From an optimization exercise on the open Yosys and OpenROAD flow, aimed at small area; shortcuts taken in it are not production practice.
Only simulation tests tie the RTL to the original design; equivalence was not proved.
Power and IR drop assume default switching activity.

==> flow/design.v (excerpt) <==
module riscv_core (
    input  wire        clk,
    input  wire        rst,           
    output wire [31:0] imem_addr,     
    input  wire [31:0] imem_rdata,    
    output wire [31:0] dmem_addr,     
    output wire [31:0] dmem_wdata,    
    output wire        dmem_we,       
    output wire        dmem_re,       
    input  wire [31:0] dmem_rdata     
);
==> flow/config.mk <==
export PLATFORM = sky130hd
export DESIGN_NAME = riscv_core
export DESIGN_NICKNAME = riscv_core
export VERILOG_FILES = /design/flow/design.v
export SDC_FILE = /design/flow/constraint.sdc
export NUM_CORES = 8
export LEC_CHECK = 0
export CAP_MARGIN = 20
export CORE_MARGIN = 2
export CORE_UTILIZATION = 55
export PLACE_DENSITY = 0.6
export SETUP_SLACK_MARGIN = 0.2
export SLEW_MARGIN = 20
export SYNTH_HIERARCHICAL = 1
export SYNTH_MINIMUM_KEEP_SIZE = 0
==> flow/constraint.sdc <==
create_clock -name core_clock -period 11.0 [get_ports {clk}]
set_input_delay 2.2000 -clock core_clock [delete_from_list [all_inputs] [get_ports {clk}]]
set_output_delay 2.2000 -clock core_clock [all_outputs]
set_load 0.01 [all_outputs]
standard.sh (not shown) runs the stock make flow with config.mk's settings and CLKGATE_MAP_FILE= SYNTH_SCRIPT=/design/flow/synth_recipe.tcl, a recipe that flattens the netlist after the stock synthesis.
==> flow/flow/run.sh <==
#!/bin/bash
# Layout flow: the standard synthesis and layout (standard.sh), with
# these changes to how the layout is made:
#   - the port buffers are the smallest buffer cell (sky130 buf_1)
#     instead of the flow's default pick;
#   - clock tree: sinks clustered by 25 within 70 um, and no dummy
#     loads added to the clock tree;
#   - after global routing, gates with timing slack to spare are sized
#     down (ORFS RECOVER_POWER).
# Each step's full output goes to its own log file here; ORFS writes
# its per-stage logs under orfs/logs/.
set -euo pipefail

bash standard.sh synth > synth.log 2>&1

bash standard.sh \
    "BUFFER_PORTS_ARGS=-buffer_cell sky130_fd_sc_hd__buf_1" \
    "CTS_ARGS=-sink_clustering_enable -repair_clock_nets -dont_use_dummy_load -sink_clustering_size 25 -sink_clustering_max_diameter 70" \
    "RECOVER_POWER=100" \
    finish > layout.log 2>&1
The starting point finished with capacitance limit, slew limit left.
Rerun with:
--- a/flow/flow/run.sh
+++ b/flow/flow/run.sh
@@ -8,2 +7,0 @@
-#   - after global routing, gates with timing slack to spare are sized
-#     down (ORFS RECOVER_POWER).
@@ -19 +16,0 @@
-    "RECOVER_POWER=100" \
- The changed run passed the timing, DRC and antenna checks
- combinational power stays flat
- global-route usage does not change
- utilization is higher by 0.20 points
- worst setup slack gains 0.050 ns
- die area stays the same
- hold slack barely changes
- flip-flop and latch count is unchanged
- synthesized cell count does not change

riscv_core, a different RTL version from the one above (not shown whole).
For scale: ~160 I/O pins.
==> flow/design.v (excerpt) <==
module riscv_core (
    input  wire        clk,
    input  wire        rst,           
    output wire [31:0] imem_addr,     
    input  wire [31:0] imem_rdata,    
    output wire [31:0] dmem_addr,     
    output wire [31:0] dmem_wdata,    
    output wire        dmem_we,       
    output wire        dmem_re,       
    input  wire [31:0] dmem_rdata     
);
    wire [31:0] ins = imem_rdata;
    reg  [31:1] pc_q;         
    reg  [31:1] valid;
    wire [31:1] npc;
    wire [31:0] wb, wb_b;
    wire [31:1] we, hold, we_b, hold_b, valid_n;
    wire [31:0] q [1:31];
    genvar i, b;
    generate
        for (i = 1; i < 32; i = i + 1) begin : r
            reg  [31:0] x;
            wire [31:0] xn;
            for (b = 0; b < 32; b = b + 1) begin : w
                wire wd = (i < 16) ? wb[b] : wb_b[b];
                if (b < 16) begin : a
                    g_a22o u (.a1(wd), .a2(we[i]),   .b1(x[b]), .b2(hold[i]),   .y(xn[b]));
                end else begin : c
                    g_a22o u (.a1(wd), .a2(we_b[i]), .b1(x[b]), .b2(hold_b[i]), .y(xn[b]));
                end
            end
            always @(posedge clk)
                x <= xn;
            assign q[i] = x;
  ...
clock: 11.0 ns
lec_check: 0
cap_margin: 20
core_margin: 2
core_utilization: 55
gpl_timing_driven: 0
place_density: 0.6
setup_slack_margin: 0.6
slew_margin: 20
synth_hierarchical: 1
synth_minimum_keep_size: 0
==> flow/flow/run.sh <==
#!/bin/bash
# Layout flow: the standard synthesis and layout (standard.sh), with
# these changes to how the layout is made:
#   - the port buffers are the smallest buffer cell (sky130 buf_1)
#     instead of the flow's default pick;
#   - clock tree: sinks clustered by 25 within 70 um, and no dummy
#     loads added to the clock tree;
# Each step's full output goes to its own log file here; ORFS writes
# its per-stage logs under orfs/logs/.
set -euo pipefail

bash standard.sh synth > synth.log 2>&1

bash standard.sh \
    "BUFFER_PORTS_ARGS=-buffer_cell sky130_fd_sc_hd__buf_1" \
    "CTS_ARGS=-sink_clustering_enable -repair_clock_nets -dont_use_dummy_load -sink_clustering_size 25 -sink_clustering_max_diameter 70" \
    finish > layout.log 2>&1
The starting point passed the timing, DRC and antenna checks.
==> next run, changes <==
==> flow/flow/run.sh (replaced) <==
#!/bin/bash
# Layout flow: the standard synthesis and layout (standard.sh), with
# these changes to how the layout is made:
#   - the port buffers are small buffer cells instead of the flow's
#     default pick: buf_2 on inputs, buf_1 on outputs (flow/out_buffers.tcl);
#   - clock tree: sinks clustered by 30 within 75 um, and no dummy
#     loads added to the clock tree;
# Each step's full output goes to its own log file here; ORFS writes
# its per-stage logs under orfs/logs/.
set -euo pipefail

bash standard.sh synth > synth.log 2>&1

bash standard.sh \
    "BUFFER_PORTS_ARGS=-inputs -buffer_cell sky130_fd_sc_hd__buf_2" \
    "PRE_GLOBAL_PLACE_TCL=$PWD/flow/out_buffers.tcl" \
    "CTS_ARGS=-sink_clustering_enable -repair_clock_nets -dont_use_dummy_load -sink_clustering_size 30 -sink_clustering_max_diameter 75" \
    finish > layout.log 2>&1
==> flow/flow/out_buffers.tcl (new file) <==
# Run by ORFS before global placement (PRE_GLOBAL_PLACE_TCL): buffer the
# output ports with sky130 buf_1 (the input ports get buf_2 through
# BUFFER_PORTS_ARGS in run.sh).
buffer_ports -outputs -buffer_cell sky130_fd_sc_hd__buf_1
Settings changed: SETUP_SLACK_MARGIN 0.6 to 0.3.
The changed run completed without violations.
Area after synthesis is unchanged.
Via count is about the same.
Power goes down by 1.3%.
Critical path depth is unchanged.
Wire length is higher by 0.66%.
Global-route usage came out higher by 0.32 points.
Sequential share of layout area climbs by 0.32 points.
Flip-flop and latch count stays the same.
Design area shrinks by about 0.7%.
==> next run, changes <==
Settings changed: SETUP_SLACK_MARGIN 0.3 to 0.6.
- die area is unchanged
- core utilization rose by 0.66 points
- power rose by 0.30%
- register-to-register slack gains 0.22 ns
- synthesized cell count is unchanged
- worst hold slack is about the same
- global-route usage goes down by 0.28 points
- cell area came out higher by 1.1%

## afterwards: timing with drivers on the ports
No port has a modelled driver above. Below, the same layouts with a new extraction and two added sets of constraints. Step 1 sets driving cells, clkbuf_16 on the clock port and buf_2 on the other inputs (assumed; they add their load-dependent delay and slew). Step 2, shift: input delay + t, output delay - t, t = (earliest + latest rising clock arrival at the registers) / 2. This alone moves slack from input paths to output paths. Three values: ideal, step 1, step 2; two values: the first two.
run | t, ns | setup slack, ns | hold WS [ns] | clock arrival spread, ns | worst slew at a driven data input, ns
the first run of note 1 | 0.722 | 0.160 / 0.134 / -0.144 | 0.505 / 0.505 / 0.505 | 0.065 / 0.065 | 0.17
the second run of note 1 | 0.721 | 0.210 / 0.167 / 0.021 | 0.504 / 0.504 / 0.504 | 0.071 / 0.070 | 0.18
the first run of note 2 | 0.716 | 0.518 / 0.401 / 0.217 | 0.504 / 0.504 / 0.504 | 0.050 / 0.051 | 0.18
the second run of note 2 | 0.703 | 0.146 / 0.123 / -0.138 | 0.503 / 0.503 / 0.503 | 0.085 / 0.085 | 0.15
the third run of note 2 | 0.700 | 0.574 / 0.413 / 0.138 | 0.504 / 0.504 / 0.504 | 0.096 / 0.096 | 0.21
For the third run of note 2, which loses most, drivers alone change the setup slack by -0.161 ns; drivers and shift together by -0.436 ns.
